This design comes from an exercise in tuning for small area and few clock cycles on the open sky130 flow, not from production work. At most, simulation tests tie the RTL to the original design; equivalence was not proved.

==> inputs of build 11 <==
==> flow/design.v (excerpt) <==
module gazmusino_top
(
    input  logic        clk,
    input  logic        resetn,
    output logic [31:0] imem_addr,
    output logic        imem_req,
    input  logic [31:0] imem_rdata,
    output logic [31:0] dmem_addr,
    output logic [31:0] dmem_wdata,
    output logic [3:0]  dmem_op,
    input  logic        dmem_ready,
    input  logic [31:0] dmem_rdata
);
export LEC_CHECK = 0
export CAP_MARGIN = 20
export CELL_PAD_IN_SITES_DETAIL_PLACEMENT = 1
export CORE_MARGIN = 2
export CORE_UTILIZATION = 40
export PLACE_DENSITY = 0.5
export SLEW_MARGIN = 20
create_clock -name core_clock -period 18.0 [get_ports {clk}]
run.sh (not shown) runs the stock make flow with config.mk's settings and CLKGATE_MAP_FILE= SYNTH_SCRIPT=/design/flow/synth_recipe.tcl, a recipe that flattens the netlist after the stock synthesis.
==> inputs of build 72, as changes to build 11 <==
--- a/flow/design.v
+++ b/flow/design.v
@@ -1284,45 +1284,45 @@
     b = (w_en && w_rd == rb) ? w_val : rfb;
 end
 logic        sub;
 logic [31:0] opb, sum, x;
 logic        cout, lt, ltu, eq;
 assign sub = op_br || ((op_reg || op_imm) && f3[2:1] == 2'b01) ||
              (op_reg && f3 == 3'b000 && ins[30]);
 assign opb = (op_reg || op_br || fx_q) ? b : (op_st ? imm_s : imm_i);
-logic [31:0] add_a;
-assign add_a = fx_q ? sh_r : a;
+logic [31:0] sh_out, add_a;
+assign add_a = fx_q ? sh_out : a;
 logic        add_lsb;
 assign {cout, sum, add_lsb} = {1'b0, add_a, 1'b1} + {1'b0, opb ^ {32{sub}}, sub};
 assign x   = a ^ opb;
 assign eq  = x == 32'b0;
 assign ltu = !cout;
 assign lt  = (a[31] ^ opb[31]) ? a[31] : sum[31];
-logic [31:0] sh_in, sh_rev, sh_r, sh_lout;
+logic [31:0] sh_in, sh_rev, sh_r;
 logic [4:0]  sh_amt;
 logic        sh_left, sh_arith;
 assign sh_in    = fx_q ? w_res : a;
 assign sh_amt   = fx_q ? {ins[26:25], ins[14:12]} : opb[4:0];
 assign sh_left  = !fx_q && f3 == 3'b001;
 assign sh_arith = fx_q || ins[30];
 always_comb begin
     for (int i = 0; i < 32; i++) sh_rev[i] = sh_left ? sh_in[31 - i] : sh_in[i];
     sh_r = 32'($signed({sh_arith & sh_rev[31] & !sh_left, sh_rev}) >>> sh_amt);
-    for (int i = 0; i < 32; i++) sh_lout[i] = sh_r[31 - i];
+    for (int i = 0; i < 32; i++) sh_out[i] = sh_left ? sh_r[31 - i] : sh_r[i];
 end
 logic [31:0] alu;
 always_comb begin
     case (f3)
         3'b000: alu = sum;
-        3'b001: alu = sh_lout;
+        3'b001: alu = sh_out;
         3'b010: alu = {31'b0, lt};
         3'b011: alu = {31'b0, ltu};
         3'b100: alu = x;
-        3'b101: alu = sh_r;
+        3'b101: alu = sh_out;
         3'b110: alu = a | opb;
         default: alu = a & opb;
     endcase
 end
 logic        sa, sb;
 logic [63:0] prod;
 assign sa = !(f3[1] && f3[0]);      
 assign sb = f3 == 3'b001;           
Settings changed: CAP_MARGIN 20 to 10, CELL_PAD_IN_SITES_DETAIL_PLACEMENT 1 to not set, CORE_UTILIZATION 40 to 55, CTS_BUF_LIST set to sky130_fd_sc_hd__clkbuf_8, CTS_CLUSTER_SIZE set to 24, GPL_TIMING_DRIVEN set to 0, PLACE_DENSITY 0.5 to 0.7, SLEW_MARGIN 20 to 10.
==> inputs of trial 44, as changes to build 11 <==
--- a/flow/design.v
+++ b/flow/design.v
@@ -1284,45 +1284,45 @@
     b = (w_en && w_rd == rb) ? w_val : rfb;
 end
 logic        sub;
 logic [31:0] opb, sum, x;
 logic        cout, lt, ltu, eq;
 assign sub = op_br || ((op_reg || op_imm) && f3[2:1] == 2'b01) ||
              (op_reg && f3 == 3'b000 && ins[30]);
 assign opb = (op_reg || op_br || fx_q) ? b : (op_st ? imm_s : imm_i);
-logic [31:0] add_a;
-assign add_a = fx_q ? sh_r : a;
+logic [31:0] sh_out, add_a;
+assign add_a = fx_q ? sh_out : a;
 logic        add_lsb;
 assign {cout, sum, add_lsb} = {1'b0, add_a, 1'b1} + {1'b0, opb ^ {32{sub}}, sub};
 assign x   = a ^ opb;
 assign eq  = x == 32'b0;
 assign ltu = !cout;
 assign lt  = (a[31] ^ opb[31]) ? a[31] : sum[31];
-logic [31:0] sh_in, sh_rev, sh_r, sh_lout;
+logic [31:0] sh_in, sh_rev, sh_r;
 logic [4:0]  sh_amt;
 logic        sh_left, sh_arith;
 assign sh_in    = fx_q ? w_res : a;
 assign sh_amt   = fx_q ? {ins[26:25], ins[14:12]} : opb[4:0];
 assign sh_left  = !fx_q && f3 == 3'b001;
 assign sh_arith = fx_q || ins[30];
 always_comb begin
     for (int i = 0; i < 32; i++) sh_rev[i] = sh_left ? sh_in[31 - i] : sh_in[i];
     sh_r = 32'($signed({sh_arith & sh_rev[31] & !sh_left, sh_rev}) >>> sh_amt);
-    for (int i = 0; i < 32; i++) sh_lout[i] = sh_r[31 - i];
+    for (int i = 0; i < 32; i++) sh_out[i] = sh_left ? sh_r[31 - i] : sh_r[i];
 end
 logic [31:0] alu;
 always_comb begin
     case (f3)
         3'b000: alu = sum;
-        3'b001: alu = sh_lout;
+        3'b001: alu = sh_out;
         3'b010: alu = {31'b0, lt};
         3'b011: alu = {31'b0, ltu};
         3'b100: alu = x;
-        3'b101: alu = sh_r;
+        3'b101: alu = sh_out;
         3'b110: alu = a | opb;
         default: alu = a & opb;
     endcase
 end
 logic        sa, sb;
 logic [63:0] prod;
 assign sa = !(f3[1] && f3[0]);      
 assign sb = f3 == 3'b001;           
Settings changed: CAP_MARGIN 20 to 10, CELL_PAD_IN_SITES_DETAIL_PLACEMENT 1 to not set, CORE_UTILIZATION 40 to 55, GPL_TIMING_DRIVEN set to 0, PLACE_DENSITY 0.5 to 0.7, SLEW_MARGIN 20 to 10.
==> flow_summary.ini <==
[global_route]
grt_pass1_vias = 106700
grtUsageMet1_pct = 81.47
met3_usage_pct = 73.22
use_met2_pct = 91.87

[placed_design]
dp_hpwl_mm = 457.7
place_ws_ps = -4782

[floorplan]
die_x_um = 407.2

[synthesis]
synth_adder_area_share_pct = 10.10
synthSimpleGateAreaFrac_pct = 14.23
synthCells = 9584
ys_top_cells_by_count = 1024 x edfxtp_1, 733 x clkbuf_1, 581 x a21oi_1
muxShareOfSynthArea_pct = 3.054

[outcome]
failed_stage = 5_1_grt
error_line = [ERROR GRT-0116] Global routing finished with congestion. Check the congestion regions in the DRC Viewer.
status = aborted with a tool error

[clocking]
post_cts_buffers = 27
htree_levels = 3
The numbers above come from trial 44.

==> flow_summary.ini <==
[outcome]
status = aborted with a tool error
failed_stage = 5_1_grt
error_line = [ERROR GRT-0116] Global routing finished with congestion. Check the congestion regions in the DRC Viewer.

[synthesis]
ys_top_cells_by_count = 1024 x edfxtp_1, 733 x clkbuf_1, 581 x a21oi_1
synthSimpleGateAreaFrac_pct = 14.23
yosysMostFrequentCell = edfxtp_1
synth_adder_area_share_pct = 10.10
synthCells = 9584
synth_ff_type = edfxtp_1

[clocking]
postCtsResizedCells = 441
htree_levels = 4

[placed_design]
dp_hpwl_mm = 457.7

[global_route]
grtUsageMet1_pct = 81.43
grt_pass1_vias = 106800
use_met2_pct = 91.61

[floorplan]
die_x_um = 407.2
The numbers above come from build 72.

==> flow_summary.ini <==
[placed_design]
place_ws_ps = -723.9

[global_route]
grt_pass1_vias = 90300
use_met2_pct = 72.91
met3_usage_pct = 16.37

[synthesis]
synthCells = 9057
muxShareOfSynthArea_pct = 2.472
synth_adder_area_share_pct = 10.40
synthSimpleGateAreaFrac_pct = 13.61

[floorplan]
die_x_um = 470.0

[clocking]
htree_levels = 4

[outcome]
status = no timing/DRC/antenna violations
The numbers above come from build 11.

Testbench counts of build 11, summed over its fixed seeds: cycles 45,376.
Only the layout flow was run in build 72 and trial 44; the RTL was not checked for function there.

separate check: timing with driven ports:
In the flow no input, the clock included, has a driving cell. The finished layout below was timed again as built, in two steps.
Step 1 (the two cells are an assumption about what drives the block):
set clk [get_ports {clk}]
set_driving_cell -lib_cell sky130_fd_sc_hd__clkbuf_16 $clk
set_driving_cell -lib_cell sky130_fd_sc_hd__buf_2 [delete_from_list [all_inputs] $clk]
Step 2, shift: input delay + t, output delay - t, t = (earliest + latest rising clock arrival at the registers) / 2. This alone moves slack from input paths to output paths.
Three values: ideal, step 1, step 2; two values: the first two.
run: build 11
t (ns): 0.917
setup WS [ns]: 0.307 / 0.283 / -0.365
latest minus earliest clock arrival (ns): 0.068 / 0.068
worst slew at a driven data input, ns: 0.12
With both steps, setup timing fails in build 11, where it was met with ideal ports. The setup slack of build 11 moves by -0.024 ns with the drivers and by -0.672 ns with both steps.
